What follows belongs to an exercise in optimizing a design on an open flow for small area; a production flow would make more cautious choices. Where RTL was checked, it was by simulation tests only, not by an equivalence proof against the original. No activity file was given, so power comes from the tool's default toggle rates.

==> job 1953 <==
// systolic_array_3x3
module systolic_array_3x3(
    input clk,
    input rst,
    input [71:0] a,
    input [71:0] b,
    output [143:0] c
);
==> flow/config.mk <==
export PLATFORM = sky130hd
export DESIGN_NAME = systolic_array_3x3
export DESIGN_NICKNAME = systolic_array_3x3
export VERILOG_FILES = /design/flow/design.v
export SDC_FILE = /design/flow/constraint.sdc
export NUM_CORES = 4
export LEC_CHECK = 0
export CAP_MARGIN = 20
export CORE_MARGIN = 2
export CORE_UTILIZATION = 40
export CTS_BUF_LIST = sky130_fd_sc_hd__clkbuf_8
export PLACE_DENSITY = 0.6
export SLEW_MARGIN = 20
export SYNTH_HIERARCHICAL = 1
export BUFFER_PORTS_ARGS = -buffer_cell sky130_fd_sc_hd__buf_1
export CTS_ARGS = -sink_clustering_enable -repair_clock_nets -buf_list sky130_fd_sc_hd__clkbuf_8 -dont_use_dummy_load
export GPL_KEEP_OVERFLOW = 0
==> flow/constraint.sdc <==
create_clock -name core_clock -period 8.0 [get_ports {clk}]
set_input_delay 1.6000 -clock core_clock [delete_from_list [all_inputs] [get_ports {clk}]]
set_output_delay 1.6000 -clock core_clock [all_outputs]
set_load 0.01 [all_outputs]
standard.sh (not shown) runs the stock make flow with config.mk's settings and CLKGATE_MAP_FILE= SYNTH_SCRIPT=/design/flow/synth_recipe.tcl, a recipe that flattens the netlist after the stock synthesis.
==> flow/flow/run.sh <==
#!/bin/bash
# Own layout flow: the standard ORFS flow (standard.sh, unchanged
# synthesis) with three placement/clock-tree settings changed:
#  - the port buffers use the smallest buffer cell instead of the default;
#  - the clock tree is built from clkbuf_8 cells without dummy loads;
#  - buffers that timing-driven global placement adds as a trial are not kept.
# ORFS keeps each step's full log under orfs/logs/; make's own output goes to
# standard_flow.log in this folder.
set -euo pipefail
cat >> config.mk <<'EOM'
export BUFFER_PORTS_ARGS = -buffer_cell sky130_fd_sc_hd__buf_1
export CTS_ARGS = -sink_clustering_enable -repair_clock_nets -buf_list sky130_fd_sc_hd__clkbuf_8 -dont_use_dummy_load
export GPL_KEEP_OVERFLOW = 0
EOM
bash standard.sh > standard_flow.log 2>&1
==> inputs of job 7030, as changes to job 1953 <==
--- a/flow/design.v
+++ b/flow/design.v
@@ -3,42 +3,44 @@
     input rst,
     input [71:0] a,
     input [71:0] b,
     output [143:0] c
 );
-reg [7:0] a00n, a01n, a02n, a10n, a11n, a12n, a20n, b00n, b10n, b20n, b01n, b11n, b21n, b02n;
+reg [7:0] a10n, a11n, a12n, a20n, b01n, b11n, b21n, b02n;
+reg [7:0] a00, a01, a02, b00, b10, b20;
+wire [7:0] a00n = ~a00, a01n = ~a01, a02n = ~a02, b00n = ~b00, b10n = ~b10, b20n = ~b20;
 reg [15:0] c11, c12, c21, c22;
 wire [15:0] c00, c01, c02, c10, c20;
 wire [15:0] n11, n12, n21, n22;
 always @(posedge clk or posedge rst) begin
     if (rst) begin
-        a00n <= 8'hff;
-        a01n <= 8'hff;
-        a02n <= 8'hff;
+        a00 <= 8'd0;
+        a01 <= 8'd0;
+        a02 <= 8'd0;
         a10n <= 8'hff;
         a11n <= 8'hff;
         a12n <= 8'hff;
         a20n <= 8'hff;
-        b00n <= 8'hff;
-        b10n <= 8'hff;
-        b20n <= 8'hff;
+        b00 <= 8'd0;
+        b10 <= 8'd0;
+        b20 <= 8'd0;
         b01n <= 8'hff;
         b11n <= 8'hff;
         b21n <= 8'hff;
         b02n <= 8'hff;
         c11 <= 16'd0; c12 <= 16'd0; c21 <= 16'd0; c22 <= 16'd0;
     end else begin
-        a00n <= ~a[7:0];
-        a01n <= ~a[15:8];
-        a02n <= ~a[23:16];
+        a00 <= a[7:0];
+        a01 <= a[15:8];
+        a02 <= a[23:16];
         a10n <= a00n;
         a11n <= a01n;
         a12n <= a02n;
         a20n <= a10n;
-        b00n <= ~b[7:0];
-        b10n <= ~b[31:24];
-        b20n <= ~b[55:48];
+        b00 <= b[7:0];
+        b10 <= b[31:24];
+        b20 <= b[55:48];
         b01n <= b00n;
         b11n <= b10n;
         b21n <= b20n;
         b02n <= b01n;
         c11 <= n11; c12 <= n12; c21 <= n21; c22 <= n22;
==> inputs of job 977, as changes to job 1953 <==
--- a/flow/design.v
+++ b/flow/design.v
@@ -3109,10 +3109,13 @@
 endmodule
 module ha(input a, input b, output s, output co);
     assign s = a ^ b;
     assign co = a & b;
 endmodule
+module an(input a, input b, output y);
+    assign y = a & b;
+endmodule
 module xr(input a, input b, output y);
     assign y = a ^ b;
 endmodule
 module xn(input a, input b, output y);
     assign y = ~(a ^ b);
==> flow/flow/run.sh (replaced) <==
#!/bin/bash
# Own layout flow: the standard ORFS flow (standard.sh, unchanged synthesis),
# with the port buffers made from the smallest buffer cell instead of the
# default, and the clock tree built without dummy loads. ORFS keeps each
# step's log under orfs/logs/; make's own output goes to standard_flow.log.
set -euo pipefail
cat >> config.mk <<'EOM'
export BUFFER_PORTS_ARGS = -buffer_cell sky130_fd_sc_hd__buf_1
export CTS_ARGS = -sink_clustering_enable -repair_clock_nets -buf_list sky130_fd_sc_hd__clkbuf_8 -dont_use_dummy_load
EOM
bash standard.sh > standard_flow.log 2>&1
--- a/flow/config.mk
+++ b/flow/config.mk
@@ -12,6 +12,5 @@
 export PLACE_DENSITY = 0.6
 export SLEW_MARGIN = 20
 export SYNTH_HIERARCHICAL = 1
 export BUFFER_PORTS_ARGS = -buffer_cell sky130_fd_sc_hd__buf_1
 export CTS_ARGS = -sink_clustering_enable -repair_clock_nets -buf_list sky130_fd_sc_hd__clkbuf_8 -dont_use_dummy_load
-export GPL_KEEP_OVERFLOW = 0
==> inputs of job 7716, as changes to job 1953 <==
--- a/flow/design.v
+++ b/flow/design.v
@@ -3109,10 +3109,13 @@
 endmodule
 module ha(input a, input b, output s, output co);
     assign s = a ^ b;
     assign co = a & b;
 endmodule
+module an(input a, input b, output y);
+    assign y = a & b;
+endmodule
 module xr(input a, input b, output y);
     assign y = a ^ b;
 endmodule
 module xn(input a, input b, output y);
     assign y = ~(a ^ b);
==> impl_metrics.json <==
{
  "netlist_area_um2": 18410,
  "arrival_ns": 5.98,
  "cp.depth": 14,
  "avgSynthCellArea_um2": 12.46,
  "outcome": "timing/DRC/antenna clean",
  "initial_core_util_pct": 40.57,
  "place.gp.congestion": 0.8475,
  "buffers_excl_clock": 204,
  "placed_area_um2": 19570,
  "seqAreaFraction_pct": 22.95,
  "ff_latch_area_um2": 4544,
  "combPwrFrac_pct": 67.6,
  "crit_chain": "nor2_1 > ha_1 > fa_1 > fa_1 > fa_1 > fa_1 > fa_1 > fa_1 > fa_1 > fa_1 > fa_1 > nand3_1 > xnor2_1 > buf_1",
  "dp_hpwl_um": 34620,
  "rr_worst_depth": 17,
  "grt_pass1_vias": 13250
}
(the above is from job 977)
==> impl_metrics.json <==
{
  "outcome": "timing/DRC/antenna clean",
  "place.gp.congestion": 0.8552,
  "rr_worst_depth": 17,
  "grt_pass1_vias": 13090,
  "initial_core_util_pct": 40.57,
  "ff_latch_area_um2": 4544,
  "seqAreaFraction_pct": 23.02,
  "worstPathRequired_ns": 6.40,
  "cp.depth": 13,
  "combPwrFrac_pct": 67.4,
  "buffers_excl_clock": 194,
  "fin_nets": 2346,
  "power_density_nw_per_um2": 295.0,
  "arrival_ns": 6.06,
  "avgSynthCellArea_um2": 12.46
}
(the above is from job 7716)
==> impl_metrics.json <==
{
  "ff_latch_area_um2": 4484,
  "cp.depth": 14,
  "outcome": "timing/DRC/antenna clean",
  "avgSynthCellArea_um2": 12.42,
  "initial_core_util_pct": 40.44,
  "crit_chain": "inv_1 > nor2_1 > ha_1 > fa_1 > fa_1 > fa_1 > fa_1 > fa_1 > fa_1 > fa_1 > fa_1 > fa_1 > xor2_1 > buf_1",
  "seqAreaFraction_pct": 22.74,
  "arrival_ns": 6.11,
  "placed_area_um2": 19480,
  "netlist_area_um2": 18350,
  "switching_share_pct": 46.81,
  "place.gp.congestion": 0.8489,
  "power_leakage_nw": 8.988,
  "rr_worst_depth": 18,
  "buffers_excl_clock": 195
}
(the above is from job 7030)
==> impl_metrics.json <==
{
  "outcome": "timing/DRC/antenna clean",
  "rr_worst_depth": 17,
  "ff_latch_area_um2": 4544,
  "buffers_excl_clock": 194,
  "grt_pass1_vias": 13090,
  "seqAreaFraction_pct": 23.02,
  "arrival_ns": 6.06,
  "netlist_area_um2": 18410,
  "combPwrFrac_pct": 67.4,
  "crit_chain": "nor2_1 > ha_1 > fa_1 > fa_1 > fa_1 > fa_1 > fa_1 > fa_1 > fa_1 > fa_1 > fa_1 > xor2_1 > buf_1"
}
(the above is from job 1953)

---

==> job 327 <==
systolic_array_3x3, a different RTL version from the one above (not shown whole).
==> flow/config.mk <==
export PLATFORM = sky130hd
export DESIGN_NAME = systolic_array_3x3
export DESIGN_NICKNAME = systolic_array_3x3
export VERILOG_FILES = /design/flow/design.v
export SDC_FILE = /design/flow/constraint.sdc
export NUM_CORES = 4
export LEC_CHECK = 0
export CAP_MARGIN = 20
export CORE_MARGIN = 2
export CORE_UTILIZATION = 40
export CTS_BUF_LIST = sky130_fd_sc_hd__clkbuf_8
export PLACE_DENSITY = 0.6
export SLEW_MARGIN = 20
export SYNTH_HIERARCHICAL = 1
export BUFFER_PORTS_ARGS = -buffer_cell sky130_fd_sc_hd__buf_1
export CTS_ARGS = -sink_clustering_enable -repair_clock_nets -buf_list sky130_fd_sc_hd__clkbuf_8 -dont_use_dummy_load
export GPL_KEEP_OVERFLOW = 0
==> flow/constraint.sdc <==
create_clock -name core_clock -period 8.0 [get_ports {clk}]
set_input_delay 1.6000 -clock core_clock [delete_from_list [all_inputs] [get_ports {clk}]]
set_output_delay 1.6000 -clock core_clock [all_outputs]
set_load 0.01 [all_outputs]
==> flow/flow/run.sh <==
#!/bin/bash
# Own layout flow: the standard ORFS flow (standard.sh, unchanged
# synthesis) with three placement/clock-tree settings changed:
#  - the port buffers use the smallest buffer cell instead of the default;
#  - the clock tree is built from clkbuf_8 cells without dummy loads;
#  - buffers that timing-driven global placement adds as a trial are not kept.
# ORFS keeps each step's full log under orfs/logs/; make's own output goes to
# standard_flow.log in this folder.
set -euo pipefail
cat >> config.mk <<'EOM'
export BUFFER_PORTS_ARGS = -buffer_cell sky130_fd_sc_hd__buf_1
export CTS_ARGS = -sink_clustering_enable -repair_clock_nets -buf_list sky130_fd_sc_hd__clkbuf_8 -dont_use_dummy_load
export GPL_KEEP_OVERFLOW = 0
EOM
bash standard.sh > standard_flow.log 2>&1
==> job 100 (differences from job 327) <==
==> flow/flow/run.sh (replaced) <==
#!/bin/bash
# Own layout flow: the standard ORFS flow (standard.sh, unchanged synthesis),
# with the port buffers made from the smallest buffer cell instead of the
# default, and the clock tree built without dummy loads. ORFS keeps each
# step's log under orfs/logs/; make's own output goes to standard_flow.log.
set -euo pipefail
cat >> config.mk <<'EOM'
export BUFFER_PORTS_ARGS = -buffer_cell sky130_fd_sc_hd__buf_1
export CTS_ARGS = -sink_clustering_enable -repair_clock_nets -buf_list sky130_fd_sc_hd__clkbuf_8 -dont_use_dummy_load
EOM
bash standard.sh > standard_flow.log 2>&1
Settings changed: GPL_KEEP_OVERFLOW 0 to unset.
==> out/summary.txt <==
RSZ-0062 raised after global routing -> no
Total power density per cell area -> 286 mW/mm²
Non-clk buf share -> 4.99%
Leak -> 9.08 nW
P_clk -> 0.508 mW
Status -> complete, no violations
Seq area share -> 23.0%
Clock network fraction of total power -> 8.9%
First-pass GRT wire length -> 71500 µm
Hold endpoint -> b01n[0]
DP Worst Slack -> 0.619 ns
Met3 Usage GRT -> 3.88%
HP Start -> b00n[0]
the above is filed under job 100

==> out/summary.txt <==
Non-clk buf share -> 4.60%
DP Worst Slack -> 0.646 ns
Clock network fraction of total power -> 9.0%
HP Start -> a00n[0]
Status -> complete, no violations
Hold endpoint -> a10n[0]
Met3 Usage GRT -> 4.22%
Total power density per cell area -> 286 mW/mm²
the above is filed under job 327

No functional check of the RTL was part of any run of this note.

---

==> inputs of maple <==
Another version of the RTL of systolic_array_3x3 (not shown whole).
Settings: LEC_CHECK=0, CAP_MARGIN=20, CORE_MARGIN=2, CORE_UTILIZATION=40, CTS_CLUSTER_DIAMETER=300, CTS_CLUSTER_SIZE=50, PLACE_DENSITY=0.6, SLEW_MARGIN=20, SYNTH_HIERARCHICAL=1, BUFFER_PORTS_ARGS=-buffer_cell sky130_fd_sc_hd__buf_1; clock period 8.0 ns.
==> flow/flow/run.sh <==
#!/bin/bash
# Own layout flow: the standard ORFS flow (standard.sh, unchanged synthesis),
# with the port buffers made from the smallest buffer cell instead of the
# default, and the clock tree built without dummy loads. Each tool's output goes
# to a log file in this work folder (ORFS also keeps its per-step logs under
# orfs/logs/).
set -euo pipefail
cat >> config.mk <<'EOM'
export BUFFER_PORTS_ARGS = -buffer_cell sky130_fd_sc_hd__buf_1
EOM
bash standard.sh > standard_flow.log 2>&1
==> harbor (differences from maple) <==
--- a/flow/design.v
+++ b/flow/design.v
@@ -2,48 +2,49 @@
     input clk,
     input rst,
     input [71:0] a,
     input [71:0] b,
     output [143:0] c
 );
-reg [7:0] a00n, a01n, a02n, a10n, a11n, a12n, a20n, b00n, b10n, b20n, b01n, b11n, b21n, b02n;
+reg [7:0] a00, a01, a02, a10, a11, a12, a20, b00, b10, b20, b01, b11, b21, b02;
+wire [7:0] a00n = ~a00, a01n = ~a01, a02n = ~a02, a10n = ~a10, a11n = ~a11, a12n = ~a12, a20n = ~a20, b00n = ~b00, b10n = ~b10, b20n = ~b20, b01n = ~b01, b11n = ~b11, b21n = ~b21, b02n = ~b02;
 reg [15:0] c11, c12, c21, c22;
 wire [15:0] c00, c01, c02, c10, c20;
 wire [15:0] n11, n12, n21, n22;
 always @(posedge clk or posedge rst) begin
     if (rst) begin
-        a00n <= 8'hff;
-        a01n <= 8'hff;
-        a02n <= 8'hff;
-        a10n <= 8'hff;
-        a11n <= 8'hff;
-        a12n <= 8'hff;
-        a20n <= 8'hff;
-        b00n <= 8'hff;
-        b10n <= 8'hff;
-        b20n <= 8'hff;
-        b01n <= 8'hff;
-        b11n <= 8'hff;
-        b21n <= 8'hff;
-        b02n <= 8'hff;
+        a00 <= 8'd0;
+        a01 <= 8'd0;
+        a02 <= 8'd0;
+        a10 <= 8'd0;
+        a11 <= 8'd0;
+        a12 <= 8'd0;
+        a20 <= 8'd0;
+        b00 <= 8'd0;
+        b10 <= 8'd0;
+        b20 <= 8'd0;
+        b01 <= 8'd0;
+        b11 <= 8'd0;
+        b21 <= 8'd0;
+        b02 <= 8'd0;
         c11 <= 16'd0; c12 <= 16'd0; c21 <= 16'd0; c22 <= 16'd0;
     end else begin
-        a00n <= ~a[7:0];
-        a01n <= ~a[15:8];
-        a02n <= ~a[23:16];
-        a10n <= a00n;
-        a11n <= a01n;
-        a12n <= a02n;
-        a20n <= a10n;
-        b00n <= ~b[7:0];
-        b10n <= ~b[31:24];
-        b20n <= ~b[55:48];
-        b01n <= b00n;
-        b11n <= b10n;
-        b21n <= b20n;
-        b02n <= b01n;
+        a00 <= a[7:0];
+        a01 <= a[15:8];
+        a02 <= a[23:16];
+        a10 <= a00;
+        a11 <= a01;
+        a12 <= a02;
+        a20 <= a10;
+        b00 <= b[7:0];
+        b10 <= b[31:24];
+        b20 <= b[55:48];
+        b01 <= b00;
+        b11 <= b10;
+        b21 <= b20;
+        b02 <= b01;
         c11 <= n11; c12 <= n12; c21 <= n21; c22 <= n22;
     end
 end
 assign c = {c22, c21, c20, c12, c11, c10, c02, c01, c00};
 wire p1;
 wire p2;
==> flow/run.sh (new file) <==
#!/bin/bash
# synth_recipe.tcl (not shown) runs the flow's synth.tcl, then flattens the netlist and writes it again
# the make line also repeats each setting of config.mk as NAME=value (left out here)
make -C /OpenROAD-flow-scripts/flow DESIGN_CONFIG=/design/flow/config.mk WORK_HOME=/design/flow/orfs CLKGATE_MAP_FILE= SYNTH_SCRIPT=/design/flow/synth_recipe.tcl finish
==> flow/config.mk (replaced) <==
export PLATFORM = sky130hd
export DESIGN_NAME = systolic_array_3x3
export DESIGN_NICKNAME = systolic_array_3x3
export VERILOG_FILES = /design/flow/design.v
export SDC_FILE = /design/flow/constraint.sdc
export NUM_CORES = 4
export LEC_CHECK = 0
export CAP_MARGIN = 20
export CORE_MARGIN = 2
export CORE_UTILIZATION = 40
export PLACE_DENSITY = 0.6
export SLEW_MARGIN = 20
export SYNTH_HIERARCHICAL = 1
removed: flow/flow/run.sh
removed: flow/standard.sh
==> summary of the runs <==
- maple completed and failed the layout checks on setup timing. harbor completed without violations.
- Setup slack: harbor is better than maple (70 ps).
- Critical path depth: maple is lower than harbor (2).
- Against harbor, the register-to-register slack of maple is higher by 70 ps.
- Flip-flop and latch count is the same in harbor and maple.
- Against maple, the synthesized cell count of harbor is higher by 4.4%.
- Via count: maple is lower than harbor (about 2.2%).
- Between harbor and maple, the lower total power is in maple (gap about 8%, measured against maple).
- Between maple and harbor, the lower clock skew is in harbor (gap 9.4 ps).
- Against maple, the final area of harbor is larger by 8.9%.
==> figures <==
Area of the die: maple 0.0474 sq mm; harbor 0.0477 sq mm
Static Leakage: maple 0.00937 uW; harbor 0.0107 uW
Post-placement setup slack: maple -73.8 ps; harbor -455 ps
Simple-gate share of the synthesized area: maple 11.8%; harbor 11.8%
Share of cell area taken by flip-flops and latches: maple 22.0%; harbor 19.6%
Combinational share of power: maple 64.0%; harbor 66.8%
Layout Utilization: maple 45.7%; harbor 49.6%
Sequential group share of total power: maple 21.6%; harbor 18.9%
Post-synth cell types: maple 8; harbor 7
HPWL reported at the end of detailed placement: maple 36400 um; harbor 37600 um
Status: maple finished with violations; harbor complete, no violations
Violated checks: maple setup timing; harbor -
Total chip power: maple 6200 uW; harbor 6690 uW
Fraction of layout instances using a drive strength above 1: maple 18.0%; harbor 16.1%
Relative max-transition margin: maple 44.2%; harbor 42.1%
Startpoint of the lowest-slack hold path: maple b01n[0]; harbor b01[1]
Reg2Reg Launch Point: maple a01n[0]; harbor a01[0]
Crit path time final: maple 8020 ps; harbor 7950 ps
Transition at the pin with the smallest max-transition slack: maple 837 ps; harbor 868 ps
Post-Route Hold Slack: maple 414 ps; harbor 373 ps
DRC violation total after the first TritonRoute iteration: maple 739; harbor 774
No functional check of the RTL was part of harbor.

==> separate check: timing with driven ports <==
The flow's constraints put no driver on any port. The routed layouts listed below were extracted and timed again, unchanged, in two steps. Step 1 (the two cells are an assumption about what drives the block):
set clk [get_ports {clk}]
set_driving_cell -lib_cell sky130_fd_sc_hd__clkbuf_16 $clk
set_driving_cell -lib_cell sky130_fd_sc_hd__buf_2 [delete_from_list [all_inputs] $clk]
Step 2, shift: input delay + t, output delay - t, t = (earliest + latest rising clock arrival at the registers) / 2. This alone moves slack from input paths to output paths. a / b / c = no drivers / after step 1 / after step 2; a / b = the first two.
| run | shift t [ns] | setup slack, ns | worst setup path at the end | latest minus earliest clock arrival (ns) | worst register clock-pin slew, ns |
|---|---|---|---|---|---|
| job 1953 | 0.591 | 0.344 / 0.297 / 0.714 | register to register | 0.033 / 0.033 | 0.10 / 0.10 |
| job 7030 | 0.595 | 0.291 / 0.242 / 0.629 | register to register | 0.032 / 0.033 | 0.10 / 0.10 |
| job 977 | 0.591 | 0.416 / 0.364 / 0.713 | register to register | 0.029 / 0.029 | 0.10 / 0.10 |
| job 7716 | 0.591 | 0.344 / 0.297 / 0.714 | register to register | 0.033 / 0.033 | 0.10 / 0.10 |
| job 327 | 0.613 | 0.244 / 0.193 / 0.778 | register to register | 0.032 / 0.031 | 0.10 / 0.10 |
| job 100 | 0.609 | 0.258 / 0.205 / 0.814 | register to output | 0.025 / 0.025 | 0.10 / 0.10 |
| maple | 0.541 | -0.024 / -0.079 / 0.462 | register to output | 0.022 / 0.022 | 0.08 / 0.08 |
| harbor | 0.512 | 0.046 / -0.012 / 0.501 | register to output | 0.013 / 0.013 | 0.08 / 0.08 |
